This is an optimization exercise on Yosys and OpenROAD, whose aim is small area, a short achievable clock period and few clock cycles, not a production implementation. Function was checked by simulation only, so behaviour that the tests miss may differ from the original. Power and IR drop assume default switching activity.

**design.v**
```verilog
`timescale 1ns / 1ps
module reg_file (
    input  logic        clk_i,
    input  logic        reset_i,
    input  logic [4:0]  ra1_i,
    input  logic [4:0]  ra2_i,
    output logic [31:0] rd1_o,
    output logic [31:0] rd2_o,
    input  logic        we_i,
    input  logic [4:0]  wa_i,
    input  logic [31:0] wd_i
);
    logic [31:1][31:0] regs;
    logic [31:0]       wd_g;
    assign wd_g = reset_i ? 32'd0 : wd_i;
    genvar i;
    generate
        for (i = 1; i < 32; i = i + 1) begin : g_reg
            logic en;
            assign en = reset_i | (we_i & (wa_i == i));
            always_ff @(posedge clk_i) begin
                if (en) regs[i] <= wd_g;
            end
        end
    endgenerate
    always_comb begin
        rd1_o = 32'd0;
        rd2_o = 32'd0;
        for (int k = 1; k < 32; k = k + 1) begin
            rd1_o = rd1_o | (regs[k] & {32{ra1_i == k[4:0]}});
            rd2_o = rd2_o | (regs[k] & {32{ra2_i == k[4:0]}});
        end
    end
endmodule
`timescale 1ns / 1ps
module riscv_core (
    input  logic        clk_i,
    input  logic        reset_i,
    output logic [31:0] pc_fi_o,
    input  logic [31:0] instr_fi_i,
    output logic [31:0] alu_result_mem_o,
    output logic [31:0] write_data_mem_o,
    output logic [2:0]  width_src_mem_o,
    output logic        mem_write_mem_o,
    input  logic [31:0] read_data_mem_i
);
    logic [31:2] pc_q;
    logic        ex_valid_q;
    logic [31:0] ex_a_q;         
    logic [31:0] ex_b_q;         
    logic [31:0] ex_sd_q;        
    logic [31:2] ex_alt_q;       
    logic        ex_adj_p1_q;    
    logic        ex_adj_m1_q;    
    logic        ex_cross_q;     
    logic [4:0]  ex_rd_q;
    logic        ex_we_q;        
    logic        ex_sub_q;
    logic        ex_sra_q;
    logic        ex_shl_q;       
    logic        ex_csr_q;
    logic        ex_csr_300_q;
    logic        ex_csr_7c0_q;
    logic        ex_br_q;
    logic        ex_pred_q;
    logic        ex_jump_q;      
    logic [1:0]  ex_bht_idx_q;
    logic [1:0]  ex_bht_cnt_q;
    logic        ex_static_q;
    logic        ex_load_q;
    logic        ex_store_q;
    logic [2:0]  ex_f3_q;
    logic        ex_r_sum_q, ex_r_sh_q, ex_r_slt_q, ex_r_sltu_q;
    logic        ex_r_xor_q, ex_r_or_q, ex_r_and_q, ex_r_alt_q, ex_r_csr_q;
    logic [31:0] mem_res_q;
    logic [31:0] mem_sd_q;
    logic [2:0]  mem_f3_q;
    logic        mem_store_q;
    logic        mem_load_q;
    logic        mem_we_q;
    logic [4:0]  mem_rd_q;
    logic [31:0] csr_300_q;
    logic [31:0] csr_7c0_q;
    logic [31:0] ld_data;
    logic [31:0] wb_data;
    assign alu_result_mem_o = mem_res_q;
    assign write_data_mem_o = mem_sd_q;
    assign width_src_mem_o  = {mem_f3_q[2], mem_f3_q[0], ~mem_f3_q[1] & ~mem_f3_q[0]};
    assign mem_write_mem_o  = mem_store_q;
    logic ld_byte, ld_half, ld_sign;
    assign ld_byte = ~mem_f3_q[1] & ~mem_f3_q[0];
    assign ld_half = ~mem_f3_q[1] &  mem_f3_q[0];
    assign ld_sign = ~mem_f3_q[2] & (mem_f3_q[0] ? read_data_mem_i[15] : read_data_mem_i[7]);
    assign ld_data[7:0]   = read_data_mem_i[7:0];
    assign ld_data[15:8]  = ld_byte ? {8{ld_sign}} : read_data_mem_i[15:8];
    assign ld_data[31:16] = (ld_byte | ld_half) ? {16{ld_sign}} : read_data_mem_i[31:16];
    assign wb_data = mem_load_q ? ld_data : mem_res_q;
    logic [31:0] a, b;
    assign a = ex_a_q;
    assign b = ex_b_q;
    logic [32:0] sum;
    assign sum = {1'b0, a} + {1'b0, b ^ {32{ex_sub_q}}} + {32'd0, ex_sub_q};
    logic lt, ltu, eq, lt_low;
    assign lt_low = a[30:0] < b[30:0];
    assign ltu    = (a[31] ^ b[31]) ? b[31] : lt_low;
    assign lt     = (a[31] ^ b[31]) ? a[31] : lt_low;
    assign eq     = (a == b);
    logic [31:0] sh_in, sh_r, sh_out;
    logic [32:0] sh_x;
    always_comb begin
        for (int k = 0; k < 32; k = k + 1) sh_in[k] = ex_shl_q ? a[31-k] : a[k];
    end
    assign sh_x = $signed({ex_sra_q & a[31], sh_in}) >>> b[4:0];
    assign sh_r = sh_x[31:0];
    always_comb begin
        for (int k = 0; k < 32; k = k + 1) sh_out[k] = ex_shl_q ? sh_r[31-k] : sh_r[k];
    end
    logic [31:0] csr_old, csr_src, csr_new, csr_wd;
    logic        csr_we;
    assign csr_old = ({32{ex_csr_300_q}} & csr_300_q) | ({32{ex_csr_7c0_q}} & csr_7c0_q);
    assign csr_src = ex_f3_q[2] ? b : a;
    always_comb begin
        case (ex_f3_q[1:0])
            2'b01:   csr_new = csr_src;
            2'b10:   csr_new = csr_old | csr_src;
            default: csr_new = csr_old & ~csr_src;
        endcase
    end
    assign csr_wd = reset_i ? 32'd0 : csr_new;
    assign csr_we = ex_valid_q & ex_csr_q;
    always_ff @(posedge clk_i) begin
        if (reset_i | (csr_we & ex_csr_300_q)) csr_300_q <= csr_wd;
    end
    always_ff @(posedge clk_i) begin
        if (reset_i | (csr_we & ex_csr_7c0_q)) csr_7c0_q <= csr_wd;
    end
    logic [31:0] ex_res;
    assign ex_res = ({32{ex_r_sum_q}}  & sum[31:0])          |
                    ({32{ex_r_sh_q}}   & sh_out)             |
                    ({32{ex_r_slt_q}}  & {31'd0, lt})        |
                    ({32{ex_r_sltu_q}} & {31'd0, ltu})       |
                    ({32{ex_r_xor_q}}  & (a ^ b))            |
                    ({32{ex_r_or_q}}   & (a | b))            |
                    ({32{ex_r_and_q}}  & (a & b))            |
                    ({32{ex_r_alt_q}}  & {ex_alt_q, 2'b00})  |
                    ({32{ex_r_csr_q}}  & csr_old);
    logic cond, taken, redirect;
    logic [31:2] redirect_pc;
    assign cond        = ex_f3_q[2] ? (ex_f3_q[1] ? ltu : lt) : eq;
    assign taken       = cond ^ ex_f3_q[0];
    assign redirect    = ex_valid_q & (ex_jump_q | (ex_br_q & (ex_pred_q ? (~taken | ex_cross_q) : taken)));
    logic [31:2]  tgt_base;
    logic [31:12] tgt_hi_p1, tgt_hi_m1;
    logic [31:2]  tgt_full;
    assign tgt_base  = ex_pred_q ? pc_q : ex_alt_q;
    assign tgt_hi_p1 = tgt_base[31:12] + 20'd1;
    assign tgt_hi_m1 = tgt_base[31:12] - 20'd1;
    assign tgt_full  = {({20{ex_adj_p1_q}} & tgt_hi_p1) |
                        ({20{ex_adj_m1_q}} & tgt_hi_m1) |
                        ({20{~ex_adj_p1_q & ~ex_adj_m1_q}} & tgt_base[31:12]),
                        tgt_base[11:2]};
    assign redirect_pc = ex_jump_q ? sum[31:2] : (ex_pred_q & ~taken) ? ex_alt_q : tgt_full;
    logic [31:0] ins;
    assign ins = instr_fi_i;
    assign pc_fi_o = {pc_q, 2'b00};
    logic b6, b5, b4, b3, b2;
    assign {b6, b5, b4, b3, b2} = ins[6:2];
    logic d_sys, d_jal, d_jalr, d_br, d_lui, d_auipc, d_load, d_store, d_opimm, d_op;
    assign d_sys   =  b6 &  b4;
    assign d_jal   =  b6 &  b3;
    assign d_jalr  =  b6 & ~b3 &  b2;
    assign d_br    =  b6 & ~b4 & ~b2;
    assign d_lui   = ~b6 &  b2 &  b5;
    assign d_auipc = ~b6 &  b2 & ~b5;
    assign d_load  = ~b6 & ~b4 & ~b5;
    assign d_store = ~b6 & ~b4 &  b5;
    assign d_opimm = ~b6 &  b4 & ~b2 & ~b5;
    assign d_op    = ~b6 &  b4 & ~b2 &  b5;
    logic [4:0] rs1, rs2, rd;
    logic [2:0] f3;
    assign rs1 = ins[19:15];
    assign rs2 = ins[24:20];
    assign rd  = ins[11:7];
    assign f3  = ins[14:12];
    logic uses_rs1, uses_rs2, b_is_rs2, writes_rd;
    assign uses_rs1  = d_jalr | d_br | d_load | d_store | d_opimm | d_op | (d_sys & ~f3[2]);
    assign uses_rs2  = d_br | d_store | d_op;
    assign b_is_rs2  = d_br | d_op;
    assign writes_rd = ~(d_br | d_store) & (rd != 5'd0);
    logic        s, c, c_b, c_j;
    logic [10:0] t_lo_b, t_lo_j;
    logic        jal_short, pg_cross;
    assign s         = ins[31];
    assign t_lo_b    = {1'b0, pc_q[11:2]} + {1'b0, ins[7], ins[30:25], ins[11:9]};
    assign t_lo_j    = {1'b0, pc_q[11:2]} + {1'b0, ins[20], ins[30:22]};
    assign c_b       = t_lo_b[10];
    assign c_j       = t_lo_j[10];
    assign c         = ins[3] ? c_j : c_b;
    assign jal_short = (ins[19:12] == {8{s}});
    assign pg_cross  = (c != s);
    logic [31:2] target_b, target_j;
    logic [31:2] pc_plus4;
    assign target_b = {pc_q[31:12], t_lo_b[9:0]};
    assign target_j = {pc_q[31:12], t_lo_j[9:0]};
    assign pc_plus4 = pc_q + 30'd1;
    logic pred_br, pred;
    logic same_rs;
    assign same_rs = (rs1 == rs2);
    logic [3:0][1:0] bht;
    logic [1:0]      bht_cnt;
    logic            static_br;
    assign bht_cnt   = bht[pc_q[3:2]];
    assign static_br = same_rs ? (f3 == 3'b000 || f3 == 3'b101 || f3 == 3'b111)
                               : (ins[31] | ins[12]);
    assign pred_br   = bht_cnt[1] ? ~static_br : static_br;
    assign pred    = (d_jal & jal_short) | (d_br & pred_br);
    logic [31:0] rf_rd1, rf_rd2;
    reg_file u_reg_file (
        .clk_i   (clk_i),
        .reset_i (reset_i),
        .ra1_i   (rs1),
        .ra2_i   (rs2),
        .rd1_o   (rf_rd1),
        .rd2_o   (rf_rd2),
        .we_i    (mem_we_q),
        .wa_i    (mem_rd_q),
        .wd_i    (wb_data)
    );
    logic [31:0] imm_b;
    always_comb begin
        if (d_lui | d_auipc) imm_b = {ins[31:12], 12'd0};
        else if (d_jal)      imm_b = {{12{ins[31]}}, ins[19:12], ins[20], ins[30:21], 1'b0};
        else if (d_store)    imm_b = {{20{ins[31]}}, ins[31:25], ins[11:7]};
        else if (d_sys)      imm_b = {27'd0, rs1};
        else                 imm_b = {{20{ins[31]}}, ins[31:20]};
    end
    logic ex_fwd_ok;
    assign ex_fwd_ok = ex_valid_q & ex_we_q;
    logic sa_ex, sa_mem, sa_rf, sa_pc;
    logic sb_ex, sb_mem, sb_rf, sb_imm;
    logic sd_ex, sd_mem, sd_rf;
    logic m_ex1, m_ex2, m_mem1, m_mem2;
    assign m_ex1  = ex_fwd_ok & (ex_rd_q == rs1);
    assign m_ex2  = ex_fwd_ok & (ex_rd_q == rs2);
    assign m_mem1 = mem_we_q & (mem_rd_q == rs1);
    assign m_mem2 = mem_we_q & (mem_rd_q == rs2);
    logic a_is_rs1;
    assign a_is_rs1 = ~(d_lui | d_auipc | d_jal);
    assign sa_pc  = d_auipc | d_jal;
    assign sa_ex  = a_is_rs1 & m_ex1;
    assign sa_mem = a_is_rs1 & ~m_ex1 & m_mem1;
    assign sa_rf  = a_is_rs1 & ~m_ex1 & ~m_mem1;
    assign sb_imm = ~b_is_rs2;
    assign sb_ex  = b_is_rs2 & m_ex2;
    assign sb_mem = b_is_rs2 & ~m_ex2 & m_mem2;
    assign sb_rf  = b_is_rs2 & ~m_ex2 & ~m_mem2;
    assign sd_ex  = m_ex2;
    assign sd_mem = ~m_ex2 & m_mem2;
    assign sd_rf  = ~m_ex2 & ~m_mem2;
    logic [31:0] op_a, op_b, op_sd;
    assign op_a  = ({32{sa_ex}}  & ex_res)  | ({32{sa_mem}} & wb_data) |
                   ({32{sa_rf}}  & rf_rd1)  | ({32{sa_pc}}  & {pc_q, 2'b00});
    assign op_b  = ({32{sb_ex}}  & ex_res)  | ({32{sb_mem}} & wb_data) |
                   ({32{sb_rf}}  & rf_rd2)  | ({32{sb_imm}} & imm_b);
    assign op_sd = ({32{sd_ex}}  & ex_res)  | ({32{sd_mem}} & wb_data) |
                   ({32{sd_rf}}  & rf_rd2);
    logic stall;
    assign stall = ex_valid_q & ex_load_q & ex_we_q &
                   ((uses_rs1 & (ex_rd_q == rs1)) | (uses_rs2 & (ex_rd_q == rs2)));
    logic        take_target;
    logic sel_red, sel_hold, sel_seq, sel_tgt_b, sel_tgt_j;
    assign take_target = pred & ~stall & ~redirect & ~reset_i;
    assign sel_red  = ~reset_i & redirect;
    assign sel_hold = ~reset_i & ~redirect & stall;
    assign sel_seq  = ~reset_i & ~redirect & ~stall & ~pred;
    assign sel_tgt_b = take_target & ~ins[3];
    assign sel_tgt_j = take_target &  ins[3];
    always_ff @(posedge clk_i) begin
        pc_q <= ({30{sel_red}}     & redirect_pc) |
                ({30{sel_hold}}    & pc_q)        |
                ({30{sel_tgt_b}}   & target_b)    |
                ({30{sel_tgt_j}}   & target_j)    |
                ({30{sel_seq}}     & pc_plus4);
    end
    logic [1:0] bht_new, bht_wd;
    logic       bht_up;
    assign bht_up  = taken ^ ex_static_q;
    assign bht_new = bht_up ? ((ex_bht_cnt_q == 2'b11) ? 2'b11 : ex_bht_cnt_q + 2'd1)
                            : ((ex_bht_cnt_q == 2'b00) ? 2'b00 : ex_bht_cnt_q - 2'd1);
    assign bht_wd  = reset_i ? 2'b00 : bht_new;
    genvar gb;
    generate
        for (gb = 0; gb < 4; gb = gb + 1) begin : g_bht
            always_ff @(posedge clk_i) begin
                if (reset_i | (ex_valid_q & ex_br_q & (ex_bht_idx_q == gb))) bht[gb] <= bht_wd;
            end
        end
    endgenerate
    always_ff @(posedge clk_i) begin
        if (reset_i) ex_valid_q <= 1'b0;
        else         ex_valid_q <= ~redirect & ~stall;
    end
    always_ff @(posedge clk_i) begin
        ex_a_q       <= op_a;
        ex_b_q       <= op_b;
        ex_sd_q      <= op_sd;
        ex_alt_q     <= (d_br & ~pred) ? target_b : pc_plus4;
        ex_adj_p1_q  <= ~s &  c;
        ex_adj_m1_q  <=  s & ~c;
        ex_cross_q   <= pg_cross;
        ex_rd_q      <= rd;
        ex_we_q      <= writes_rd;
        ex_sub_q     <= d_op & ins[30] & (f3 == 3'b000);
        ex_sra_q     <= ins[30];
        ex_shl_q     <= ~f3[2];
        ex_r_sum_q   <= ~(d_op | d_opimm) ? ~(d_jal | d_jalr | d_sys) : (f3 == 3'b000);
        ex_r_sh_q    <= (d_op | d_opimm) & (f3[1:0] == 2'b01);
        ex_r_slt_q   <= (d_op | d_opimm) & (f3 == 3'b010);
        ex_r_sltu_q  <= (d_op | d_opimm) & (f3 == 3'b011);
        ex_r_xor_q   <= (d_op | d_opimm) & (f3 == 3'b100);
        ex_r_or_q    <= (d_op | d_opimm) & (f3 == 3'b110);
        ex_r_and_q   <= (d_op | d_opimm) & (f3 == 3'b111);
        ex_r_alt_q   <= d_jal | d_jalr;
        ex_r_csr_q   <= d_sys;
        ex_csr_q     <= d_sys;
        ex_csr_300_q <= d_sys & (ins[31:20] == 12'h300);
        ex_csr_7c0_q <= d_sys & (ins[31:20] == 12'h7C0);
        ex_br_q      <= d_br;
        ex_pred_q    <= pred;
        ex_bht_idx_q <= pc_q[3:2];
        ex_bht_cnt_q <= bht_cnt;
        ex_static_q  <= static_br;
        ex_jump_q    <= d_jalr | (d_jal & ~(jal_short & ~pg_cross));
        ex_load_q    <= d_load;
        ex_store_q   <= d_store;
        ex_f3_q      <= f3;
    end
    always_ff @(posedge clk_i) begin
        if (reset_i) begin
            mem_store_q <= 1'b0;
            mem_we_q    <= 1'b0;
        end else begin
            mem_store_q <= ex_valid_q & ex_store_q;
            mem_we_q    <= ex_valid_q & ex_we_q;
        end
    end
    always_ff @(posedge clk_i) begin
        mem_res_q  <= ex_res;
        mem_sd_q   <= ex_sd_q;
        mem_f3_q   <= ex_f3_q;
        mem_load_q <= ex_load_q;
        mem_rd_q   <= ex_rd_q;
    end
endmodule
```
**flow/run.sh**
```bash
#!/bin/bash
# Layout flow: the standard synthesis unchanged, then the standard ORFS
# steps with two differences: the port buffers are buf_4 cells (the default
# choice, clkdlybuf4s50_1, is a slow delay cell), and timing repair aims for
# 6.25 ns of setup slack at the design's 10 ns clock.
set -euo pipefail
bash standard.sh synth > synth.log 2>&1
bash standard.sh SETUP_SLACK_MARGIN=6.25 \
    "BUFFER_PORTS_ARGS=-buffer_cell sky130_fd_sc_hd__buf_4" \
    finish > layout.log 2>&1
```
**standard.sh**
```bash
#!/bin/bash
# synth_recipe.tcl (not shown) runs the flow's synth.tcl, then flattens the netlist and writes it again
# the make line also repeats each setting of config.mk as NAME=value (left out here)
make -C /OpenROAD-flow-scripts/flow DESIGN_CONFIG=/design/flow/config.mk WORK_HOME=/design/flow/orfs CLKGATE_MAP_FILE= SYNTH_SCRIPT=/design/flow/synth_recipe.tcl "${@:-finish}"
```
**config.mk**
```make
export PLATFORM = sky130hd
export DESIGN_NAME = riscv_core
export DESIGN_NICKNAME = riscv_core
export VERILOG_FILES = /design/flow/design.v
export SDC_FILE = /design/flow/constraint.sdc
export NUM_CORES = 8
export LEC_CHECK = 0
export CAP_MARGIN = 20
export CORE_MARGIN = 2
export CORE_UTILIZATION = 55
export CTS_CLUSTER_DIAMETER = 90
export CTS_CLUSTER_SIZE = 22
export SETUP_SLACK_MARGIN = 5
export SLEW_MARGIN = 20
export TNS_END_PERCENT = 0
```
**constraint.sdc**
```tcl
create_clock -name core_clock -period 10.0 [get_ports {clk_i}]
set_input_delay 2.0000 -clock core_clock [delete_from_list [all_inputs] [get_ports {clk_i}]]
set_output_delay 2.0000 -clock core_clock [all_outputs]
set_load 0.01 [all_outputs]
```
==> flow_summary.json, run 1 <==
{
  "status": "complete, no violations",
  "portBuffers": 161,
  "seqPwrFrac": 0.526,
  "hold_viol_final": 0,
  "p_int_mw": 9.53,
  "rsz0062_at_grt": "yes",
  "grt_max_degree": 63,
  "synth_top_family_by_area": "compound AO/OA/AOI/OAI gates",
  "required_ns": 10.63,
  "antenna_found_initial": 21,
  "synth-xor-area-share": 0.0227,
  "yosys-top-cells-area": "edfxtp_1 (49%), dfxtp_1 (8.2%), a22oi_1 (7.2%)",
  "first_pass_iters": 11,
  "crit_top_cell": "buf_4",
  "timing.final.crit_period_ns": 4.20,
  "ir_drop_mv": 0.189,
  "path_delay_family": "simple AND/OR/NAND/NOR gates",
  "dp_slack_ns": 4.23,
  "synth.distinct_cells": 98,
  "cpPeakStageDelay_ns": 0.76,
  "chipWidth_um": 348,
  "nNetsFinal": 5932,
  "grt_pass1_wl_mm": 436,
  "netlist_area_um2": 65100,
  "maxSlewHeadroom": 0.0613,
  "timing.final.crit_share": 0.420,
  "drt_drc_violations_left": 0,
  "r2r_slack_ns": 6.08,
  "wl_mm": 329,
  "min_from": "ex_sd_q[15]",
  "critPathMaxFanout": 10,
  "tns_ns": 0,
  "reg2reg_to": "pc_q[31]",
  "clock_sinks": 1332,
  "p_switching_mw": 5.00,
  "syn_inst": 5489,
  "crit_buf_inv": 5,
  "whs_endpoint": "mem_sd_q[15]",
  "syn_to_final_growth_pct": 15.3,
  "synthMuxAreaShare": 0.0408,
  "ios": 166,
  "start_util": 0.553,
  "grt_pass1_vias": 53700,
  "worstHoldPathCells": 0,
  "max_freq_mhz": 238,
  "fin_ws_ns": 5.80,
  "power_leakage_nw": 27.7,
  "clkTransAtPathRegs_ns": 0.10,
  "core_area_um2": 118000,
  "crit_slowest_cell": "nor3_2",
  "crit_path_end_kind": "flop",
  "power.density_nw_per_um2": 194,
  "via_per_inst": 8.08,
  "synthSimpleGateAreaFrac": 0.0868,
  "ys_ff_latch": 1332,
  "synth_most_common_cell": "edfxtp_1",
  "synthAdderAreaFrac": 0.0293,
  "rows": 126,
  "worstPathCellList": "buf_16 -> buf_4 -> nor3_2 -> clkbuf_16 -> buf_4 -> buf_4 -> a221oi_1 -> nand3_1 -> nor2_1 -> nand4_1 -> a21oi_2 -> o21ai_0",
  "synth_edf_count": 1064,
  "hp-class": "flop to flop",
  "crit_path_start_kind": "input pin",
  "finalSetupViolCount": 0,
  "cts_tree": "built",
  "reg2reg_from": "ex_b_q[27]",
  "avgRoutedWirePerCell_um": 45.0,
  "die-height_um": 348,
  "hpwl_mm": 185,
  "grt_usage": 0.524,
  "ctsHoldBuffers": 0,
  "yosysSeqAreaShare": 0.573,
  "yosysWarningCount": 2,
  "gp_congestion": 1.03,
  "fin_worst_skew_ns": 0.0365,
  "h-tree-depth": 3,
  "cp_data_arrival_time_ns": 4.83,
  "via_count": 59000,
  "p_sw_frac": 0.344,
  "cts_max_path_buffers": 3,
  "ff2ff_path_depth": 15,
  "die-area_um2": 121000,
  "tightest_slew_ns": 1.39,
  "netlist.area_leader.share": 0.491,
  "async_reset_ff_frac": 0,
  "nFillCells": 9179,
  "ys.flop_type": "edfxtp_1",
  "post-synth-top-area-cell": "edfxtp_1",
  "p_clk_frac": 0.228,
  "clock-root-buffer": "clkbuf_16",
  "grt_overflow": 0,
  "drv_slew": 0,
  "path_class": "input pin to flop",
  "synth-compound-area-share": 0.213,
  "insertion_delay_ns": 0.74,
  "postRouteAntennaNets": 0,
  "drive_gt1_frac": 0.185,
  "yosys-top-cells-count": "edfxtp_1 (1064), a22oi_1 (622), nand2_1 (366)",
  "synth.avg_cell_area_um2": 11.9,
  "p_comb_frac": 0.246,
  "first_iter_violations": 13600,
  "cts-buffers-inserted": 73,
  "drv_cap": 0
}
## sequential cells by signal, summed over array words and instances, names as in the netlist, 5 cells and up
| signal | count |
|---|---|
| u_reg_file.regs | 992 |
| csr_300_q | 32 |
| csr_7c0_q | 32 |
| ex_a_q | 32 |
| ex_b_q | 32 |
| ex_sd_q | 32 |
| mem_res_q | 32 |
| mem_sd_q | 32 |
| ex_alt_q | 30 |
| pc_q | 30 |
| bht | 8 |
| ex_rd_q | 5 |
| mem_rd_q | 5 |
## per-stage QoR
stage          power (mW)  hold WS (ns)  utilization  instance area [um^2]  cells
2_1_floorplan        9.12         0.310            -                 65100   5490
3_3_place_gp         10.7         0.310        0.585                 68900   6976
3_5_place_dp         10.8         0.312        0.585                 68900   6976
4_1_cts              14.1         0.324        0.626                 73800   7201
5_1_grt              14.8         0.322        0.637                 75000   7283
6_report             14.5         0.317        0.637                 75100   7300
## kinds of logic after synthesis
family / after synthesis
xor+xnor: 169
mux: 205
simple gates: 1192
buf+inv: 560
other cells: 1
flops: 1332
compound gates: 1879
fa+ha+maj: 151
## power groups by stage
stage,clock network [mW],registers [mW],logic [mW]
after floorplan,0,7.43,1.69
after global placement,0,7.69,3.04
after detailed placement,0,7.70,3.06
after CTS,3.28,7.58,3.27
after global routing,3.45,7.67,3.65
final,3.32,7.64,3.57
## routing by layer
metal / share of wire / GRT usage / up-vias
li1: - / - / 22300
met1: 0.31 / 0.617 / 28300
met2: 0.40 / 0.738 / 6255
met3: 0.17 / 0.228 / 2105
met4: 0.12 / 0.437 / 28
met5: 0.0017 / 0.0268 / -
## final cells by class
cell class	count	area, um^2	share of cell area
sequential	1332	37400	0.498
multi-input combinational	3598	27500	0.366
timing repair buffer	557	5510	0.0734
tap	1536	1920	0.0256
clock buffer	87	1900	0.0253
inverter	154	594	0.00792
clock inverter	15	228	0.00303
antenna	21	52.6	0.000700
## timing repair
action                                  4_1_cts  5_1_grt
endpoints found under the setup margin      241      297
setup buffers                               113       71
gates cloned                                 10        6
pin swaps                                    72       57
resized for setup                           350      112
## worst max path at each step
stage,startpoint,to,slack (ns),depth (start not counted)
2_1_floorplan,reset_i,u_reg_file.regs[640],5.74,5
3_3_place_gp,instr_fi_i[22],ex_b_q[23],4.21,10
3_5_place_dp,instr_fi_i[22],ex_b_q[23],4.23,10
4_1_cts,instr_fi_i[22],ex_jump_q,6.13,15
5_1_grt,ex_sub_q,ex_a_q[29],5.97,14
6_report,instr_fi_i[19],ex_a_q[30],5.80,12
## cell usage in the layout, fill, tap and decap left out, drive strengths merged, types with 35 or more instances in the layout
cell / n
nand2: 366
a222oi: 64
edfxtp: 1064
clkbuf: 93
a22oi: 622
a21oi: 154
o211a: 35
mux2: 39
a21o: 50
inv: 157
nand4: 115
mux4: 42
xnor2: 81
o211ai: 49
o21ai: 329
nor3: 75
a221oi: 200
nor2: 296
dfxtp: 268
xor2: 88
buf: 542
ha: 147
a22o: 172
nand3: 152
mux2i: 124
Testbench counts, summed over its fixed seeds: cycles 63,445.
==> run 2, diff against run 1 <==
--- a/design.v
+++ b/design.v
@@ -64,9 +64,6 @@
     logic        ex_br_q;
     logic        ex_pred_q;
     logic        ex_jump_q;      
-    logic [1:0]  ex_bht_idx_q;
-    logic [1:0]  ex_bht_cnt_q;
-    logic        ex_static_q;
     logic        ex_load_q;
     logic        ex_store_q;
     logic [2:0]  ex_f3_q;
@@ -206,13 +203,8 @@
     logic pred_br, pred;
     logic same_rs;
     assign same_rs = (rs1 == rs2);
-    logic [3:0][1:0] bht;
-    logic [1:0]      bht_cnt;
-    logic            static_br;
-    assign bht_cnt   = bht[pc_q[3:2]];
-    assign static_br = same_rs ? (f3 == 3'b000 || f3 == 3'b101 || f3 == 3'b111)
-                               : (ins[31] | ins[12]);
-    assign pred_br   = bht_cnt[1] ? ~static_br : static_br;
+    assign pred_br = same_rs ? (f3 == 3'b000 || f3 == 3'b101 || f3 == 3'b111)
+                             : (ins[31] | ins[12]);
     assign pred    = (d_jal & jal_short) | (d_br & pred_br);
     logic [31:0] rf_rd1, rf_rd2;
     reg_file u_reg_file (
@@ -282,20 +274,6 @@
                 ({30{sel_tgt_j}}   & target_j)    |
                 ({30{sel_seq}}     & pc_plus4);
     end
-    logic [1:0] bht_new, bht_wd;
-    logic       bht_up;
-    assign bht_up  = taken ^ ex_static_q;
-    assign bht_new = bht_up ? ((ex_bht_cnt_q == 2'b11) ? 2'b11 : ex_bht_cnt_q + 2'd1)
-                            : ((ex_bht_cnt_q == 2'b00) ? 2'b00 : ex_bht_cnt_q - 2'd1);
-    assign bht_wd  = reset_i ? 2'b00 : bht_new;
-    genvar gb;
-    generate
-        for (gb = 0; gb < 4; gb = gb + 1) begin : g_bht
-            always_ff @(posedge clk_i) begin
-                if (reset_i | (ex_valid_q & ex_br_q & (ex_bht_idx_q == gb))) bht[gb] <= bht_wd;
-            end
-        end
-    endgenerate
     always_ff @(posedge clk_i) begin
         if (reset_i) ex_valid_q <= 1'b0;
         else         ex_valid_q <= ~redirect & ~stall;
@@ -327,9 +305,6 @@
         ex_csr_7c0_q <= d_sys & (ins[31:20] == 12'h7C0);
         ex_br_q      <= d_br;
         ex_pred_q    <= pred;
-        ex_bht_idx_q <= pc_q[3:2];
-        ex_bht_cnt_q <= bht_cnt;
-        ex_static_q  <= static_br;
         ex_jump_q    <= d_jalr | (d_jal & ~(jal_short & ~pg_cross));
         ex_load_q    <= d_load;
         ex_store_q   <= d_store;
==> flow/run.sh (replaced) <==
#!/bin/bash
# Layout flow: the standard synthesis unchanged, then the standard ORFS
# steps with two differences: the port buffers are buf_4 cells (the default
# choice, clkdlybuf4s50_1, is a slow delay cell), and timing repair aims for
# 6.25 ns of setup slack at the design's 10 ns clock, estimating wires with
# the layer RC in rc.tcl (the platform's, scaled by 1.2).

set -euo pipefail
bash standard.sh synth > synth.log 2>&1
bash standard.sh SETUP_SLACK_MARGIN=6.25 "LAYER_PARASITICS_FILE=$(pwd)/flow/rc.tcl" \
    "BUFFER_PORTS_ARGS=-buffer_cell sky130_fd_sc_hd__buf_4" \
    finish > layout.log 2>&1
==> flow/rc.tcl (new file) <==
# The platform's layer RC (setRC.tcl) with wire capacitance and resistance
# scaled by 1.20, for the estimates that placement and timing repair use.
# correlateRC.py gcd,ibex,aes,jpeg,chameleon,riscv32i,chameleon_hier
# cap units pf/um
set_layer_rc -layer li1 -capacitance 0.00017988 -resistance 0.086112
set_layer_rc -layer met1 -capacitance 0.00020685 -resistance 0.00107148
set_layer_rc -layer met2 -capacitance 0.00016348 -resistance 0.00107148
set_layer_rc -layer met3 -capacitance 0.000257954 -resistance 0.00018804
set_layer_rc -layer met4 -capacitance 0.000177754 -resistance 0.00018804
set_layer_rc -layer met5 -capacitance 0.000184904 -resistance 2.1372e-05
# end correlate

set_layer_rc -via mcon -resistance 9.249146E-3
set_layer_rc -via via -resistance 4.5E-3
set_layer_rc -via via2 -resistance 3.368786E-3
set_layer_rc -via via3 -resistance 0.376635E-3
set_layer_rc -via via4 -resistance 0.00580E-3

set_wire_rc -signal -layer met1
set_wire_rc -clock -layer met3
==> run 2 against run 1 <==
  * Sequential power shrank 3.5%
  * First-iteration DRC count shrank 2.9%
  * Register-to-register slack hardly changed
  * Synthesized area decreased by 0.60%
  * Non-clock buffer count fell by 65
  * Clock-buffer cell count increased by 1
  * Largest cell class unchanged
  * Largest power group unchanged
  * Highest routed layer unchanged
==> flow_summary.json, run 2 <==
{
  "crit_path_end_kind": "flop",
  "first_pass_iters": 13,
  "cts-buffers-inserted": 73,
  "fin_worst_skew_ns": 0.0342,
  "p_int_mw": 9.24,
  "crit_path_start_kind": "input pin",
  "clock-root-buffer": "clkbuf_16",
  "synth_edf_count": 1056,
  "critPathMaxFanout": 32,
  "tightest_slew_ns": 1.14,
  "h-tree-depth": 3,
  "p_total_mw": 13.9,
  "ys_ff_latch": 1319,
  "yosysWarningCount": 2,
  "finalSetupViolCount": 0,
  "syn_inst": 5470,
  "start_util": 0.555,
  "synth.avg_cell_area_um2": 11.8,
  "via_count": 58900,
  "dp_cells": 6930,
  "yosys-top-cells-area": "edfxtp_1 (49%), dfxtp_1 (8.1%), a22oi_1 (8.1%)",
  "grt_pass1_vias": 53100,
  "seqPwrFrac": 0.531,
  "netlist.area_leader.share": 0.490,
  "chipWidth_um": 347,
  "cts_max_path_buffers": 3,
  "async_reset_ff_frac": 0,
  "cts_tree": "built",
  "power_leakage_nw": 26.7,
  "required_ns": 10.56,
  "post-synth-top-area-cell": "edfxtp_1",
  "grt_pass1_wl_mm": 430,
  "synth.distinct_cells": 82,
  "rsz0062_at_grt": "yes",
  "status": "complete, no violations",
  "insertion_delay_ns": 0.71,
  "yosysSeqAreaShare": 0.571,
  "timing.final.crit_period_ns": 4.15,
  "drt_drc_violations_left": 0,
  "path_class": "input pin to flop",
  "clock_sinks": 1319,
  "final_common_cell": "edfxtp_1",
  "grt_usage": 0.517,
  "p_sw_frac": 0.333,
  "hold_viol_final": 0,
  "via_per_inst": 8.18,
  "timing.final.crit_share": 0.415,
  "postRouteAntennaNets": 0,
  "syn_to_final_growth_pct": 14.4,
  "maxSlewHeadroom": 0.238,
  "p_comb_frac": 0.231,
  "avgRoutedWirePerCell_um": 45.5,
  "ios": 166,
  "clkTransAtPathRegs_ns": 0.10,
  "core_area_um2": 117000,
  "drive_gt1_frac": 0.179,
  "drv_slew": 0,
  "mostFrequentLayoutCells": "edfxtp_1 (1056), a22oi_1 (694), buf_4 (374)",
  "top_register": "u_reg_file.regs",
  "portBuffers": 161,
  "p_switching_mw": 4.62,
  "nNetsFinal": 5848,
  "tns_ns": 0,
  "cp_data_arrival_time_ns": 4.72,
  "power.density_nw_per_um2": 187,
  "fin_cells": 7203,
  "die-height_um": 347,
  "gp_congestion": 1.06,
  "hp-class": "flop to flop",
  "grt_max_degree": 59,
  "antenna_found_initial": 17,
  "rows": 125,
  "wl_mm": 328,
  "p_clk_frac": 0.237,
  "netlist_area_um2": 64700,
  "grt_overflow": 0,
  "first_iter_violations": 13200,
  "drv_cap": 0,
  "ys.flop_type": "edfxtp_1",
  "hpwl_mm": 188,
  "largest_reg_flops": 992,
  "synth_most_common_cell": "edfxtp_1",
  "die-area_um2": 120000,
  "ir_drop_mv": 0.244,
  "yosys-top-cells-count": "edfxtp_1 (1056), a22oi_1 (698), nand2_1 (365)",
  "max_freq_mhz": 241
}
==> run 2: cell types whose count changed in the layout (fill, tap and decap cells not counted), moves of 20 or more <==
cell	delta
buf_4	-58
nand3_1	+27
a22o_1	-20
a221oi_1	-67
o32ai_1	+21
nor2_4	+20
o21ai_1	-37
o211a_1	-33
o21ai_0	-49
nor2_1	-39
o22a_1	+29
a22oi_1	+80
==> run 2: cells by family (layout without fill, tap and decap cells) <==
group	count (synthesis)	after routing	synth area share
mux	196	196	0.0396
xor+xnor	158	158	0.0214
flops	1319	1319	0.571
other cells	1	23	0.0000579
fa+ha+maj	150	150	0.0293
simple gates	1241	1244	0.0931
compound gates	1845	1846	0.211
buf+inv	560	743	0.0337
==> run 2: cell type report <==
class,instances,area [um^2]
multi-input cells,3596,27600
diodes,21,52.6
well taps,1524,1910
flip-flops and latches,1319,37000
repair buffers,492,4850
clock inverters,13,141
fillers,9078,42500
inverters,150,568
clock buffers,88,1930
==> run 2: path summary, 6_finish.rpt <==
kind | startpoint | to | slack [ns] | depth (start not counted)
worst min-delay path | ex_sd_q[6] | mem_sd_q[6] | 0.33 | 0
worst max-delay path | instr_fi_i[16] | ex_a_q[28] | 5.85 | 11
worst min register to register | ex_sd_q[6] | mem_sd_q[6] | 0.33 | 0
worst max register to register | ex_sub_q | pc_q[25] | 6.09 | 14
==> run 2: power groups by stage <==
stage               clock [mW]  sequential, mW  combinational, mW
global placement             0            7.47               2.98
finish                    3.29            7.37               3.21
floorplan                    0            7.25               1.49
detailed placement           0            7.43               2.79
global route              3.61            7.47               3.52
CTS                       3.40            7.36               3.12
==> run 2: what timing repair did <==
item                                    in CTS  in global routing
resized for setup                          249                189
gates cloned                                 4                 11
hold buffers                                 0                  0
pin swaps                                   39                 38
buffers inserted                            75                 61
endpoints found under the setup margin    1301               1068
==> run 2: routing by layer <==
metal / vias to the layer above / GRT usage / share of wire
met2: 6501 / 0.723 / 0.40
met1: 28300 / 0.617 / 0.32
met5: - / 0.0172 / 0.0018
met3: 1964 / 0.236 / 0.18
li1: 22200 / - / -
met4: 22 / 0.400 / 0.10
==> run 2: per-stage QoR <==
| step | utilization | hold WS, ns | setup WS (ns) | instance area (um^2) |
|---|---|---|---|---|
| after global routing | 0.635 | 0.336 | 5.83 | 74000 |
| after global placement | 0.588 | 0.312 | 4.07 | 68500 |
| after floorplan | - | 0.310 | 5.82 | 64800 |
| final | 0.635 | 0.330 | 5.85 | 74000 |
| after detailed placement | 0.589 | 0.312 | 4.32 | 68600 |
| after CTS | 0.621 | 0.329 | 5.94 | 72300 |
==> run 2: worst max-delay path, stage by stage <==
cell	delay, ns
buf_8	0.16
or2_4	0.24
buf_4	0.15
nor2_4	0.04
buf_6	0.23
a22o_1	0.34
a221oi_1	0.35
nand3_1	0.14
or4_1	0.56
a21oi_1	0.21
o21ai_0	0.10
Testbench counts of run 2, summed over its fixed seeds: cycles 64,162.
==> run 3, diff against run 2 <==
--- a/flow/run.sh
+++ b/flow/run.sh
@@ -3,7 +3,7 @@
 # steps with two differences: the port buffers are buf_4 cells (the default
 # choice, clkdlybuf4s50_1, is a slow delay cell), and timing repair aims for
 # 6.25 ns of setup slack at the design's 10 ns clock, estimating wires with
-# the layer RC in rc.tcl (the platform's, scaled by 1.2).
+# the layer RC in rc.tcl (the platform's, scaled by 1.4).
 
 set -euo pipefail
 bash standard.sh synth > synth.log 2>&1
==> flow/rc.tcl (replaced) <==
# The platform's layer RC (setRC.tcl) with wire capacitance and resistance
# scaled by 1.40, for the estimates that placement and timing repair use.
# correlateRC.py gcd,ibex,aes,jpeg,chameleon,riscv32i,chameleon_hier
# cap units pf/um
set_layer_rc -layer li1 -capacitance 0.00020986 -resistance 0.100464
set_layer_rc -layer met1 -capacitance 0.000241325 -resistance 0.00125006
set_layer_rc -layer met2 -capacitance 0.000190726 -resistance 0.00125006
set_layer_rc -layer met3 -capacitance 0.000300947 -resistance 0.00021938
set_layer_rc -layer met4 -capacitance 0.000207379 -resistance 0.00021938
set_layer_rc -layer met5 -capacitance 0.000215722 -resistance 2.4934e-05
# end correlate

set_layer_rc -via mcon -resistance 9.249146E-3
set_layer_rc -via via -resistance 4.5E-3
set_layer_rc -via via2 -resistance 3.368786E-3
set_layer_rc -via via3 -resistance 0.376635E-3
set_layer_rc -via via4 -resistance 0.00580E-3

set_wire_rc -signal -layer met1
set_wire_rc -clock -layer met3
==> run 3 against run 2 <==
  * Flip-flop and latch count unchanged
  * Routed wire length grew 1.0%
  * Die area unchanged
  * Utilization rose by 1.7 points
  * Combinational power rose by 4%
  * Highest routed layer unchanged
  * Largest cell class unchanged
  * Critical path type unchanged
  * Still clean
==> flow_summary.json, run 3 <==
{
  "clock_sinks": 1319,
  "fin_cells": 7327,
  "first_iter_violations": 14200,
  "synth.avg_cell_area_um2": 11.8,
  "crit_buf_inv": 2,
  "synth_most_common_cell": "edfxtp_1",
  "yosys-top-cells-count": "edfxtp_1 (1056), a22oi_1 (698), nand2_1 (365)",
  "final_common_cell": "edfxtp_1",
  "avgRoutedWirePerCell_um": 45.2,
  "top_register": "u_reg_file.regs",
  "path_delay_family": "simple AND/OR/NAND/NOR gates",
  "clkTransAtPathRegs_ns": 0.10,
  "crit_path_end_kind": "flop",
  "yosys-top-cells-area": "edfxtp_1 (49%), dfxtp_1 (8.1%), a22oi_1 (8.1%)",
  "mostFrequentLayoutCells": "edfxtp_1 (1056), a22oi_1 (693), buf_4 (459)",
  "cp_data_arrival_time_ns": 4.63,
  "cts_max_path_buffers": 3,
  "crit_top_cell": "a222oi_1",
  "fin_ws_ns": 5.98,
  "yosysSeqAreaShare": 0.571,
  "ir_drop_mv": 0.223,
  "cts_tree": "built",
  "via_per_inst": 8.16,
  "chipWidth_um": 347,
  "start_util": 0.555,
  "required_ns": 10.60,
  "nNetsFinal": 5970,
  "drive_gt1_frac": 0.209,
  "ys.flop_type": "edfxtp_1",
  "ys_ff_latch": 1319,
  "post-route-util": 0.653,
  "finalSetupViolCount": 0,
  "netlist_area_um2": 64700,
  "drt_drc_violations_left": 0,
  "core_area_um2": 117000,
  "cpPeakStageDelay_ns": 0.65,
  "dp_cells": 6968,
  "post-synth-top-area-cell": "edfxtp_1",
  "via_count": 59800,
  "max_freq_mhz": 249,
  "gp_congestion": 1.06,
  "maxSlewHeadroom": 0.310,
  "hold_viol_final": 0,
  "p_total_mw": 14.0,
  "wl_mm": 331,
  "crit_slowest_cell": "or4_4",
  "hp-class": "flop to flop",
  "grt_overflow": 0,
  "largest_reg_flops": 992,
  "die-area_um2": 120000,
  "clock-root-buffer": "clkbuf_16",
  "ctsHoldBuffers": 0,
  "grt_pass1_wl_mm": 436,
  "crit_path_start_kind": "input pin",
  "fin_worst_skew_ns": 0.0455,
  "tns_ns": 0,
  "die-height_um": 347,
  "status": "complete, no violations",
  "yosysWarningCount": 2,
  "drv_cap": 0,
  "grt_usage": 0.524,
  "dp_slack_ns": 4.30,
  "synth_edf_count": 1056,
  "antenna_found_initial": 21,
  "first_pass_iters": 15,
  "netlist.area_leader.share": 0.490,
  "cts-buffers-inserted": 72,
  "grt_max_degree": 59,
  "async_reset_ff_frac": 0,
  "rows": 125,
  "syn_to_final_growth_pct": 17.5,
  "rsz0062_at_grt": "yes",
  "insertion_delay_ns": 0.74,
  "worstPathCellList": "buf_16 -> or3b_4 -> nor2_4 -> buf_12 -> a222oi_1 -> and3_1 -> nand4_1 -> or4_4 -> a222oi_1 -> nand2_1",
  "timing.final.crit_period_ns": 4.02,
  "syn_inst": 5470,
  "h-tree-depth": 3,
  "tightest_slew_ns": 1.04,
  "hpwl_mm": 197,
  "postRouteAntennaNets": 0,
  "synth.distinct_cells": 82,
  "path_class": "input pin to flop",
  "timing.final.crit_share": 0.402,
  "power_leakage_nw": 27.6,
  "drv_slew": 0,
  "portBuffers": 161,
  "grt_pass1_vias": 54100,
  "ios": 166,
  "power.density_nw_per_um2": 184,
  "critPathMaxFanout": 17
}
[run 3: report_power, final]
group | switching, mW | internal (mW)
combinational | 2.24 | 1.11
clock | 1.89 | 1.36
sequential | 0.546 | 6.82
total | 4.68 | 9.29
[run 3: worst reg2reg max path: stages, from the launching register on]
cell and delay [ns]:
dfxtp_4 0.43, buf_12 0.18, xor2_1 0.24, ha_4 0.28
a21o_4 0.24, a211o_1 0.30, nor4_2 0.27, buf_4 0.21
a21oi_2 0.13, a311oi_2 0.36, xnor2_2 0.16, a221o_2 0.46
a221o_1 0.34
[run 3: kinds of logic (layout without fill, tap and decap cells)]
logic type / after synthesis / after routing / synth area share
AO/OA/AOI/OAI: 1845 / 1845 / 0.211
multiplexers: 196 / 196 / 0.0396
buffers and inverters: 560 / 865 / 0.0337
XOR/XNOR: 158 / 158 / 0.0214
other: 1 / 26 / 0.0000579
adder cells (fa/ha/maj): 150 / 150 / 0.0293
AND/OR/NAND/NOR: 1241 / 1244 / 0.0931
flip-flops: 1319 / 1319 / 0.571
[run 3: metal layers]
metal / global-route usage / routed length, um / vias to the layer above
li1: - / - / 22400
met1: 0.618 / 103000 / 28500
met2: 0.726 / 131000 / 6760
met3: 0.263 / 60200 / 2098
met4: 0.397 / 35800 / 30
met5: 0.0288 / 969 / -
[run 3: through the flow]
| step | area (um^2) | hold WS (ns) |
|---|---|---|
| after detailed placement | 69000 | 0.312 |
| final | 76000 | 0.318 |
| after global placement | 68900 | 0.313 |
| after global routing | 76000 | 0.328 |
| after CTS | 73100 | 0.322 |
| after floorplan | 64800 | 0.310 |
[run 3: final cells by class]
cell class / instances / area [um^2]
Antenna cell: 24 / 60.1
Clock inverter: 14 / 173
Clock buffer: 85 / 1870
Fill cell: 8761 / 40500
Sequential cell: 1319 / 37000
Multi-Input combinational cell: 3595 / 28100
Inverter: 150 / 573
Tap cell: 1524 / 1910
Timing Repair Buffer: 616 / 6360
[run 3: what timing repair did]
item / CTS / global route
gates cloned: 3 / 13
pin swaps: 54 / 81
setup buffers: 90 / 128
endpoints found under the setup margin: 698 / 635
resized for setup: 312 / 261
[run 3: path summary, 6_finish.rpt]
kind,slack [ns],endpoint,startpoint,cells past startpoint
max,5.98,ex_b_q[7],instr_fi_i[22],10
min,0.32,mem_sd_q[6],ex_sd_q[6],0
max reg2reg,6.29,ex_b_q[17],ex_sub_q,12
min reg2reg,0.32,mem_sd_q[6],ex_sd_q[6],0
==> run 4, diff against run 3 <==
--- a/design.v
+++ b/design.v
@@ -205,7 +205,16 @@
     assign same_rs = (rs1 == rs2);
     assign pred_br = same_rs ? (f3 == 3'b000 || f3 == 3'b101 || f3 == 3'b111)
                              : (ins[31] | ins[12]);
-    assign pred    = (d_jal & jal_short) | (d_br & pred_br);
+    logic        jr_fuse, c_r, cross_r;
+    logic [10:0] t_lo_r;
+    logic [31:2] target_r;
+    assign jr_fuse  = d_jalr & m_ex1 & ex_r_sum_q & ~ex_sub_q & ~ex_load_q &
+                      (ex_b_q == 32'd0) & (ex_a_q[1:0] == 2'b00);
+    assign t_lo_r   = {1'b0, ex_a_q[11:2]} + {1'b0, ins[31:22]};
+    assign c_r      = t_lo_r[10];
+    assign cross_r  = (c_r != s);
+    assign target_r = {ex_a_q[31:12], t_lo_r[9:0]};
+    assign pred    = (d_jal & jal_short) | (d_br & pred_br) | jr_fuse;
     logic [31:0] rf_rd1, rf_rd2;
     reg_file u_reg_file (
         .clk_i   (clk_i),
@@ -260,18 +269,20 @@
     assign stall = ex_valid_q & ex_load_q & ex_we_q &
                    ((uses_rs1 & (ex_rd_q == rs1)) | (uses_rs2 & (ex_rd_q == rs2)));
     logic        take_target;
-    logic sel_red, sel_hold, sel_seq, sel_tgt_b, sel_tgt_j;
+    logic sel_red, sel_hold, sel_seq, sel_tgt_b, sel_tgt_j, sel_tgt_r;
     assign take_target = pred & ~stall & ~redirect & ~reset_i;
     assign sel_red  = ~reset_i & redirect;
     assign sel_hold = ~reset_i & ~redirect & stall;
     assign sel_seq  = ~reset_i & ~redirect & ~stall & ~pred;
-    assign sel_tgt_b = take_target & ~ins[3];
+    assign sel_tgt_b = take_target & ~ins[3] & ~ins[2];
+    assign sel_tgt_r = take_target & ~ins[3] &  ins[2];
     assign sel_tgt_j = take_target &  ins[3];
     always_ff @(posedge clk_i) begin
         pc_q <= ({30{sel_red}}     & redirect_pc) |
                 ({30{sel_hold}}    & pc_q)        |
                 ({30{sel_tgt_b}}   & target_b)    |
                 ({30{sel_tgt_j}}   & target_j)    |
+                ({30{sel_tgt_r}}   & target_r)    |
                 ({30{sel_seq}}     & pc_plus4);
     end
     always_ff @(posedge clk_i) begin
@@ -305,7 +316,7 @@
         ex_csr_7c0_q <= d_sys & (ins[31:20] == 12'h7C0);
         ex_br_q      <= d_br;
         ex_pred_q    <= pred;
-        ex_jump_q    <= d_jalr | (d_jal & ~(jal_short & ~pg_cross));
+        ex_jump_q    <= (d_jalr & ~(jr_fuse & ~cross_r)) | (d_jal & ~(jal_short & ~pg_cross));
         ex_load_q    <= d_load;
         ex_store_q   <= d_store;
         ex_f3_q      <= f3;
==> flow/run.sh (replaced) <==
#!/bin/bash
# Layout flow: the standard synthesis unchanged, then the standard ORFS
# steps with two differences: the port buffers are buf_4 cells (the default
# choice, clkdlybuf4s50_1, is a slow delay cell), and timing repair aims for
# 6.25 ns of setup slack at the design's 10 ns clock.
set -euo pipefail
bash standard.sh synth > synth.log 2>&1
bash standard.sh SETUP_SLACK_MARGIN=6.25 \
    "BUFFER_PORTS_ARGS=-buffer_cell sky130_fd_sc_hd__buf_4" \
    finish > layout.log 2>&1
removed: flow/rc.tcl
==> run 4 against run 3 <==
  * Global-route usage up 0.22 points
  * Synthesized cell count up 4.1%
  * Clock-buffer cell count down 1
  * Clock power up 3%
  * Via count up 0.23%
  * Clock skew up 0.0081 ns
  * Sequential share of layout area up 1.3 points
  * Critical path type unchanged
  * Highest routed layer unchanged
==> flow_summary.json, run 4 <==
{
  "mostFrequentLayoutCells": "edfxtp_1 (1056), a22oi_1 (695), nand2_1 (399)",
  "antenna_found_initial": 25,
  "die-area_um2": 123000,
  "h-tree-depth": 3,
  "top_register": "u_reg_file.regs",
  "core_area_um2": 119000,
  "cp_data_arrival_time_ns": 4.77,
  "cts_tree": "built",
  "place_area_um2": 69900,
  "async_reset_ff_frac": 0,
  "p_clk_frac": 0.238,
  "gp_congestion": 1.12,
  "rsz0062_at_grt": "yes",
  "timing.final.crit_share": 0.421,
  "crit_path_start_kind": "input pin",
  "largest_reg_flops": 992,
  "chipWidth_um": 350,
  "wl_mm": 333,
  "cpPeakStageDelay_ns": 0.63,
  "grt_usage": 0.526,
  "power.density_nw_per_um2": 191,
  "rows": 127,
  "p_int_mw": 9.25,
  "avgRoutedWirePerCell_um": 44.7,
  "nFillCells": 9671,
  "die-height_um": 350,
  "first_iter_violations": 13500,
  "timing.final.crit_period_ns": 4.21,
  "cts_max_path_buffers": 3,
  "portBuffers": 161,
  "drv_slew": 0,
  "fin_ws_ns": 5.79,
  "start_util": 0.552,
  "synth.avg_cell_area_um2": 11.6,
  "postLayoutCellArea_um2": 74000,
  "yosysWarningCount": 2,
  "max_freq_mhz": 238,
  "synth_most_common_cell": "edfxtp_1",
  "via_per_inst": 8.06,
  "p_sw_frac": 0.346,
  "required_ns": 10.56,
  "grt_pass1_wl_mm": 443,
  "yosys-top-cells-count": "edfxtp_1 (1056), a22oi_1 (695), nand2_1 (405)",
  "drt_drc_violations_left": 0,
  "drv_cap": 0,
  "clock-root-buffer": "clkbuf_16",
  "status": "complete, no violations",
  "p_total_mw": 14.2,
  "synth_edf_count": 1056,
  "regArea_um2": 37000,
  "tightest_slew_ns": 1.20,
  "p_comb_frac": 0.242,
  "synth.distinct_cells": 97,
  "finalSetupViolCount": 0,
  "clock_sinks": 1319,
  "worstPathCellList": "buf_4 -> or3b_2 -> nor2_4 -> buf_8 -> a22oi_1 -> nand3_1 -> nor2_1 -> nand2_1 -> mux2i_1 -> a21oi_1",
  "tns_ns": 0,
  "multi_input_area_um2": 28300,
  "crit_slowest_cell": "or3b_2",
  "grt_pass1_vias": 55200,
  "whs_ns": 0.329,
  "critPathMaxFanout": 25,
  "grt_overflow": 0,
  "netlist_area_um2": 66000,
  "nNetsFinal": 6013,
  "power_leakage_nw": 27.2,
  "fin_worst_skew_ns": 0.0536,
  "hold_viol_final": 0,
  "crit_path_end_kind": "flop",
  "ys_ff_latch": 1319,
  "yosysSeqAreaShare": 0.560,
  "first_pass_iters": 14,
  "via_count": 59900,
  "maxSlewHeadroom": 0.196,
  "yosys-top-cells-area": "edfxtp_1 (48%), dfxtp_1 (8.0%), a22oi_1 (7.9%)",
  "hpwl_mm": 195,
  "ios": 166,
  "insertion_delay_ns": 0.76,
  "final_common_cell": "edfxtp_1",
  "hp-class": "flop to flop",
  "path_class": "input pin to flop",
  "grt_max_degree": 53,
  "post-synth-top-area-cell": "edfxtp_1",
  "drive_gt1_frac": 0.156,
  "seqPwrFrac": 0.520,
  "netlist.area_leader.share": 0.480,
  "ys.flop_type": "edfxtp_1",
  "clkTransAtPathRegs_ns": 0.09,
  "postRouteAntennaNets": 0,
  "ir_drop_mv": 0.189,
  "p_switching_mw": 4.90,
  "syn_to_final_growth_pct": 12.1,
  "cts-buffers-inserted": 74,
  "dp_slack_ns": 4.35,
  "syn_inst": 5692
}
run 4: cell types whose count changed in the layout (fill, tap and decap cells not counted), moves of 34 or more:
cell / change
a221oi_1: +34
buf_12: -50
nand2_1: +51
a21oi_1: +48
buf_4: -102
nor2_1: +42
run 4: metal layers:
| layer | wire length [um] | vias to the layer above | GRT usage |
|---|---|---|---|
| li1 | - | 22800 | - |
| met1 | 104000 | 28700 | 0.609 |
| met2 | 135000 | 6376 | 0.747 |
| met3 | 55900 | 2044 | 0.232 |
| met4 | 37700 | 20 | 0.446 |
| met5 | 464 | - | 0.00942 |
run 4: power by group through the flow:
stage               Combinational [mW]  Clock [mW]  Sequential, mW
detailed placement                3.06           0            7.43
finish                            3.42        3.36            7.36
floorplan                         1.63           0            7.21
global route                      3.47        3.50            7.38
CTS                               3.16        3.32            7.31
global placement                  3.03           0            7.42
run 4: layout make-up:
type,instances,area share
timing repair buffer,441,0.0531
inverter,154,0.00795
tap,1612,0.0273
clock buffer,84,0.0258
clock inverter,18,0.00350
multi-input combinational,3796,0.382
antenna,13,0.000440
sequential,1319,0.500
run 4: final timing paths:
check	start	endpoint	slack, ns	cells after the start
setup reg to reg	ex_b_q[10]	pc_q[24]	5.89	11
hold / removal	ex_sd_q[6]	mem_sd_q[6]	0.33	0
setup / recovery	instr_fi_i[24]	ex_sd_q[13]	5.79	10
hold reg to reg	ex_sd_q[6]	mem_sd_q[6]	0.33	0
run 4: worst max-delay path, delay by kind of cell:
family | cells | cell delay, ns
AOI/OAI and AO/OA | 2 | 0.74
buffers and inverters | 2 | 0.65
muxes | 1 | 0.11
and+or+nand+nor | 5 | 1.22
run 4: metrics by stage:
step,utilization,instances
6_report,0.619,7437
3_3_place_gp,0.585,7237
4_1_cts,0.613,7393
2_1_floorplan,-,5693
5_1_grt,0.619,7424
3_5_place_dp,0.585,7238
run 4: cell families (layout without fill, tap and decap cells):
logic type | Yosys count | in the layout | synth area share
other | 1 | 15 | 0.0000568
AO/OA/AOI/OAI | 1939 | 1939 | 0.217
multiplexers | 182 | 182 | 0.0369
adder cells (fa/ha/maj) | 161 | 161 | 0.0310
buffers and inverters | 579 | 697 | 0.0346
flip-flops | 1319 | 1319 | 0.560
XOR/XNOR | 151 | 151 | 0.0200
AND/OR/NAND/NOR | 1360 | 1361 | 0.0999
run 4: what timing repair did:
| item | in CTS | in global routing |
|---|---|---|
| hold buffers | 0 | 0 |
| gates cloned | 1 | 1 |
| setup buffers | 52 | 28 |
| endpoints found under the setup margin | 470 | 470 |
| pin swaps | 30 | 32 |
| gates resized for setup | 196 | 97 |
| hold endpoints to repair | 0 | 0 |
Testbench counts of run 4, summed over its fixed seeds: cycles 63,165.
==> run 5, diff against run 4 <==
--- a/design.v
+++ b/design.v
@@ -205,16 +205,7 @@
     assign same_rs = (rs1 == rs2);
     assign pred_br = same_rs ? (f3 == 3'b000 || f3 == 3'b101 || f3 == 3'b111)
                              : (ins[31] | ins[12]);
-    logic        jr_fuse, c_r, cross_r;
-    logic [10:0] t_lo_r;
-    logic [31:2] target_r;
-    assign jr_fuse  = d_jalr & m_ex1 & ex_r_sum_q & ~ex_sub_q & ~ex_load_q &
-                      (ex_b_q == 32'd0) & (ex_a_q[1:0] == 2'b00);
-    assign t_lo_r   = {1'b0, ex_a_q[11:2]} + {1'b0, ins[31:22]};
-    assign c_r      = t_lo_r[10];
-    assign cross_r  = (c_r != s);
-    assign target_r = {ex_a_q[31:12], t_lo_r[9:0]};
-    assign pred    = (d_jal & jal_short) | (d_br & pred_br) | jr_fuse;
+    assign pred    = (d_jal & jal_short) | (d_br & pred_br);
     logic [31:0] rf_rd1, rf_rd2;
     reg_file u_reg_file (
         .clk_i   (clk_i),
@@ -269,20 +260,18 @@
     assign stall = ex_valid_q & ex_load_q & ex_we_q &
                    ((uses_rs1 & (ex_rd_q == rs1)) | (uses_rs2 & (ex_rd_q == rs2)));
     logic        take_target;
-    logic sel_red, sel_hold, sel_seq, sel_tgt_b, sel_tgt_j, sel_tgt_r;
+    logic sel_red, sel_hold, sel_seq, sel_tgt_b, sel_tgt_j;
     assign take_target = pred & ~stall & ~redirect & ~reset_i;
     assign sel_red  = ~reset_i & redirect;
     assign sel_hold = ~reset_i & ~redirect & stall;
     assign sel_seq  = ~reset_i & ~redirect & ~stall & ~pred;
-    assign sel_tgt_b = take_target & ~ins[3] & ~ins[2];
-    assign sel_tgt_r = take_target & ~ins[3] &  ins[2];
+    assign sel_tgt_b = take_target & ~ins[3];
     assign sel_tgt_j = take_target &  ins[3];
     always_ff @(posedge clk_i) begin
         pc_q <= ({30{sel_red}}     & redirect_pc) |
                 ({30{sel_hold}}    & pc_q)        |
                 ({30{sel_tgt_b}}   & target_b)    |
                 ({30{sel_tgt_j}}   & target_j)    |
-                ({30{sel_tgt_r}}   & target_r)    |
                 ({30{sel_seq}}     & pc_plus4);
     end
     always_ff @(posedge clk_i) begin
@@ -316,7 +305,7 @@
         ex_csr_7c0_q <= d_sys & (ins[31:20] == 12'h7C0);
         ex_br_q      <= d_br;
         ex_pred_q    <= pred;
-        ex_jump_q    <= (d_jalr & ~(jr_fuse & ~cross_r)) | (d_jal & ~(jal_short & ~pg_cross));
+        ex_jump_q    <= d_jalr | (d_jal & ~(jal_short & ~pg_cross));
         ex_load_q    <= d_load;
         ex_store_q   <= d_store;
         ex_f3_q      <= f3;
==> flow/run.sh (replaced) <==
#!/bin/bash
# Layout flow: the standard synthesis steps, then the standard ORFS
# steps, with these differences: the port buffers are buf_4 cells (the
# default choice, clkdlybuf4s50_1, is a slow delay cell); timing repair aims
# for 6.25 ns of setup slack at the design's 10 ns clock; and the cell
# a222oi_1, which has no stronger size that repair could swap in, is added to
# the platform's don't-use list (so synthesis maps those and-ors to cells
# that can be resized). Registers are unaffected.
set -euo pipefail
DONT_USE="sky130_fd_sc_hd__probe_p_8 sky130_fd_sc_hd__probec_p_8 sky130_fd_sc_hd__lpflow_bleeder_1 sky130_fd_sc_hd__lpflow_clkbufkapwr_1 sky130_fd_sc_hd__lpflow_clkbufkapwr_16 sky130_fd_sc_hd__lpflow_clkbufkapwr_2 sky130_fd_sc_hd__lpflow_clkbufkapwr_4 sky130_fd_sc_hd__lpflow_clkbufkapwr_8 sky130_fd_sc_hd__lpflow_clkinvkapwr_1 sky130_fd_sc_hd__lpflow_clkinvkapwr_16 sky130_fd_sc_hd__lpflow_clkinvkapwr_2 sky130_fd_sc_hd__lpflow_clkinvkapwr_4 sky130_fd_sc_hd__lpflow_clkinvkapwr_8 sky130_fd_sc_hd__lpflow_decapkapwr_12 sky130_fd_sc_hd__lpflow_decapkapwr_3 sky130_fd_sc_hd__lpflow_decapkapwr_4 sky130_fd_sc_hd__lpflow_decapkapwr_6 sky130_fd_sc_hd__lpflow_decapkapwr_8 sky130_fd_sc_hd__lpflow_inputiso0n_1 sky130_fd_sc_hd__lpflow_inputiso0p_1 sky130_fd_sc_hd__lpflow_inputiso1n_1 sky130_fd_sc_hd__lpflow_inputiso1p_1 sky130_fd_sc_hd__lpflow_inputisolatch_1 sky130_fd_sc_hd__lpflow_isobufsrc_1 sky130_fd_sc_hd__lpflow_isobufsrc_16 sky130_fd_sc_hd__lpflow_isobufsrc_2 sky130_fd_sc_hd__lpflow_isobufsrc_4 sky130_fd_sc_hd__lpflow_isobufsrc_8 sky130_fd_sc_hd__lpflow_isobufsrckapwr_16 sky130_fd_sc_hd__lpflow_lsbuf_lh_hl_isowell_tap_1 sky130_fd_sc_hd__lpflow_lsbuf_lh_hl_isowell_tap_2 sky130_fd_sc_hd__lpflow_lsbuf_lh_hl_isowell_tap_4 sky130_fd_sc_hd__lpflow_lsbuf_lh_isowell_4 sky130_fd_sc_hd__lpflow_lsbuf_lh_isowell_tap_1 sky130_fd_sc_hd__lpflow_lsbuf_lh_isowell_tap_2 sky130_fd_sc_hd__lpflow_lsbuf_lh_isowell_tap_4  sky130_fd_sc_hd__a222oi_1"
bash standard.sh "DONT_USE_CELLS=$DONT_USE" synth > synth.log 2>&1
bash standard.sh "DONT_USE_CELLS=$DONT_USE" SETUP_SLACK_MARGIN=6.25 \
    "BUFFER_PORTS_ARGS=-buffer_cell sky130_fd_sc_hd__buf_4" \
    finish > layout.log 2>&1
==> run 5 against run 4 <==
  * Flip-flop and latch count unchanged
  * Largest cell class unchanged
  * Largest power group unchanged
  * Clock-buffer cell count increased by 3
  * Power decreased by 1.7%
  * Final area decreased by 1.9%
  * Sequential share of layout area increased by 1.0 points
  * Clock skew decreased by 0.012 ns
  * Via count decreased by 4.4%
  * Worst setup slack got worse by 0.016 ns
  * Cell count decreased by 3.4%
  * Maximum frequency decreased by 0.38%
  * Critical endpoint is now ex_b_q[24]
  * Worst hold slack improved by 0.00094 ns
==> flow_summary.json, run 5 <==
{
  "status": "complete, no violations",
  "ir_drop_mv": 0.225,
  "grt_use_met3": 0.213,
  "gp_congestion": 1.04,
  "power.density_nw_per_um2": 192,
  "hpwl_mm": 183,
  "cts-buffers-inserted": 74,
  "path_class": "input pin to flop",
  "synth_edf_count": 1056,
  "cts_max_path_buffers": 3,
  "use_met2": 0.728,
  "drv_slew": 0,
  "first_iter_violations": 11700,
  "synth.avg_cell_area_um2": 11.7,
  "fin_cells": 7184,
  "die-area_um2": 121000,
  "worstHoldPathCells": 0,
  "core_area_um2": 118000,
  "via_per_inst": 7.97,
  "grt_pass1_wl_mm": 424,
  "drv_cap": 0,
  "dp_cells": 7003,
  "avgRoutedWirePerCell_um": 44.1,
  "portBuffers": 161,
  "max_freq_mhz": 237,
  "async_reset_ff_frac": 0,
  "required_ns": 10.56,
  "rsz0062_at_grt": "yes",
  "fin_worst_skew_ns": 0.0413,
  "syn_to_final_growth_pct": 11.7,
  "power_leakage_nw": 26.0,
  "critPathMaxFanout": 16,
  "mostFrequentLayoutCells": "edfxtp_1 (1056), a22oi_1 (693), nand2_1 (411)",
  "drive_gt1_frac": 0.155,
  "timing.final.crit_period_ns": 4.22,
  "clkTransAtPathRegs_ns": 0.09,
  "start_util": 0.552,
  "syn_inst": 5536,
  "netlist.area_leader.share": 0.488,
  "synth_most_common_cell": "edfxtp_1",
  "yosys-top-cells-count": "edfxtp_1 (1056), a22oi_1 (693), nand2_1 (416)",
  "crit_top_cell": "buf_4",
  "rows": 126,
  "largest_reg_flops": 992,
  "ff2ff_path_depth": 13,
  "ctsHoldBuffers": 0,
  "tns_ns": 0,
  "synth.distinct_cells": 81,
  "yosys-top-cells-area": "edfxtp_1 (49%), dfxtp_1 (8.1%), a22oi_1 (8.0%)",
  "finalSetupViolCount": 0,
  "clock-root-buffer": "clkbuf_16",
  "grt_pass1_vias": 52900,
  "h-tree-depth": 3,
  "worstPathCellList": "buf_4 -> or3b_2 -> nor2_4 -> buf_12 -> buf_4 -> a22oi_1 -> nand4_1 -> nor2_1 -> nand2_1 -> a21oi_2 -> o21ai_0",
  "tightest_slew_ns": 1.37,
  "grt_usage": 0.508,
  "nNetsFinal": 5826,
  "cp_data_arrival_time_ns": 4.79,
  "crit_slowest_cell": "or3b_2",
  "netlist_area_um2": 65000,
  "grt_max_degree": 66,
  "drt_drc_violations_left": 0,
  "timing.final.crit_share": 0.422,
  "crit_path_start_kind": "input pin",
  "chipWidth_um": 348,
  "r2r_slack_ns": 5.94,
  "yosysSeqAreaShare": 0.569,
  "hp-class": "flop to flop",
  "ys.flop_type": "edfxtp_1",
  "ios": 166,
  "maxSlewHeadroom": 0.0769,
  "busiest_layer": "met2",
  "clock_sinks": 1319,
  "via_count": 57300,
  "grt_overflow": 0,
  "cpPeakStageDelay_ns": 0.61,
  "antenna_found_initial": 9,
  "insertion_delay_ns": 0.72,
  "postRouteAntennaNets": 0,
  "post-synth-top-area-cell": "edfxtp_1",
  "die-height_um": 348,
  "first_pass_iters": 10,
  "wl_mm": 317,
  "top_register": "u_reg_file.regs",
  "crit_path_end_kind": "flop",
  "use_met1": 0.611,
  "hold_viol_final": 0,
  "ys_ff_latch": 1319,
  "cts_tree": "built",
  "final_common_cell": "edfxtp_1",
  "yosysWarningCount": 2
}
-- run 5: changes by cell type after synthesis, sizes merged, moves of 36 or more --
cell	change
a221oi	+36
a222oi	-101
nand4	+83
o21ai	-62
nand3	-99
-- run 5: per-layer routing --
layer | vias to the layer above | part of all wire
li1 | 22100 | -
met1 | 27500 | 0.32
met2 | 5964 | 0.41
met3 | 1719 | 0.17
met4 | 20 | 0.10
met5 | - | 0.0012
-- run 5: area by class of cell --
| class | instances | area, um^2 |
|---|---|---|
| multi-input combinational | 3657 | 27400 |
| clock buffer | 87 | 1920 |
| sequential | 1319 | 37000 |
| fill | 9492 | 45100 |
| inverter | 148 | 566 |
| antenna | 9 | 22.5 |
| tap | 1536 | 1920 |
| timing repair buffer | 410 | 3430 |
| clock inverter | 18 | 290 |
-- run 5: through the flow --
step	hold slack, ns	setup slack [ns]	utilization	total power, mW	area, um^2
floorplan	0.310	5.82	-	8.75	65000
global placement	0.312	4.46	0.583	10.3	68600
detailed placement	0.312	4.46	0.584	10.3	68600
CTS	0.326	5.88	0.610	13.6	71700
global route	0.336	5.91	0.617	14.2	72500
finish	0.329	5.78	0.617	13.9	72600
-- run 5: worst paths after layout --
kind,end,from
setup / recovery,ex_b_q[24],instr_fi_i[23]
setup reg to reg,ex_b_q[24],ex_sub_q
hold reg to reg,mem_sd_q[7],ex_sd_q[7]
hold / removal,mem_sd_q[7],ex_sd_q[7]
-- run 5: worst max-delay path, delay by kind of cell --
family | cells | cell delay, ns
AO/OA/AOI/OAI | 3 | 0.56
buffers and inverters | 3 | 0.85
AND/OR/NAND/NOR | 5 | 1.32
-- run 5: kinds of logic (layout without fill, tap and decap cells) --
kind of cell,after synthesis,count (layout),share of synthesized area
XOR/XNOR,157,157,0.0212
buffers and inverters,562,663,0.0336
multiplexers,196,196,0.0396
flip-flops,1319,1319,0.569
AND/OR/NAND/NOR,1312,1312,0.0971
other,1,11,0.0000577
AO/OA/AOI/OAI,1839,1840,0.210
adder cells (fa/ha/maj),150,150,0.0292
-- run 5: repair_timing --
action,CTS,global route
cloned,0,1
setup buffers,37,28
setup endpoints to repair,530,618
pin swaps,23,21
resized for setup,114,133
-- run 5: power by group --
part	internal [mW]	switching, mW	total [mW]
Combinational	0.980	2.16	3.14
Sequential	6.81	0.574	7.39
Clock	1.46	1.93	3.39
Total	9.25	4.66	13.9
Testbench counts of run 5, summed over its fixed seeds: cycles 64,162.
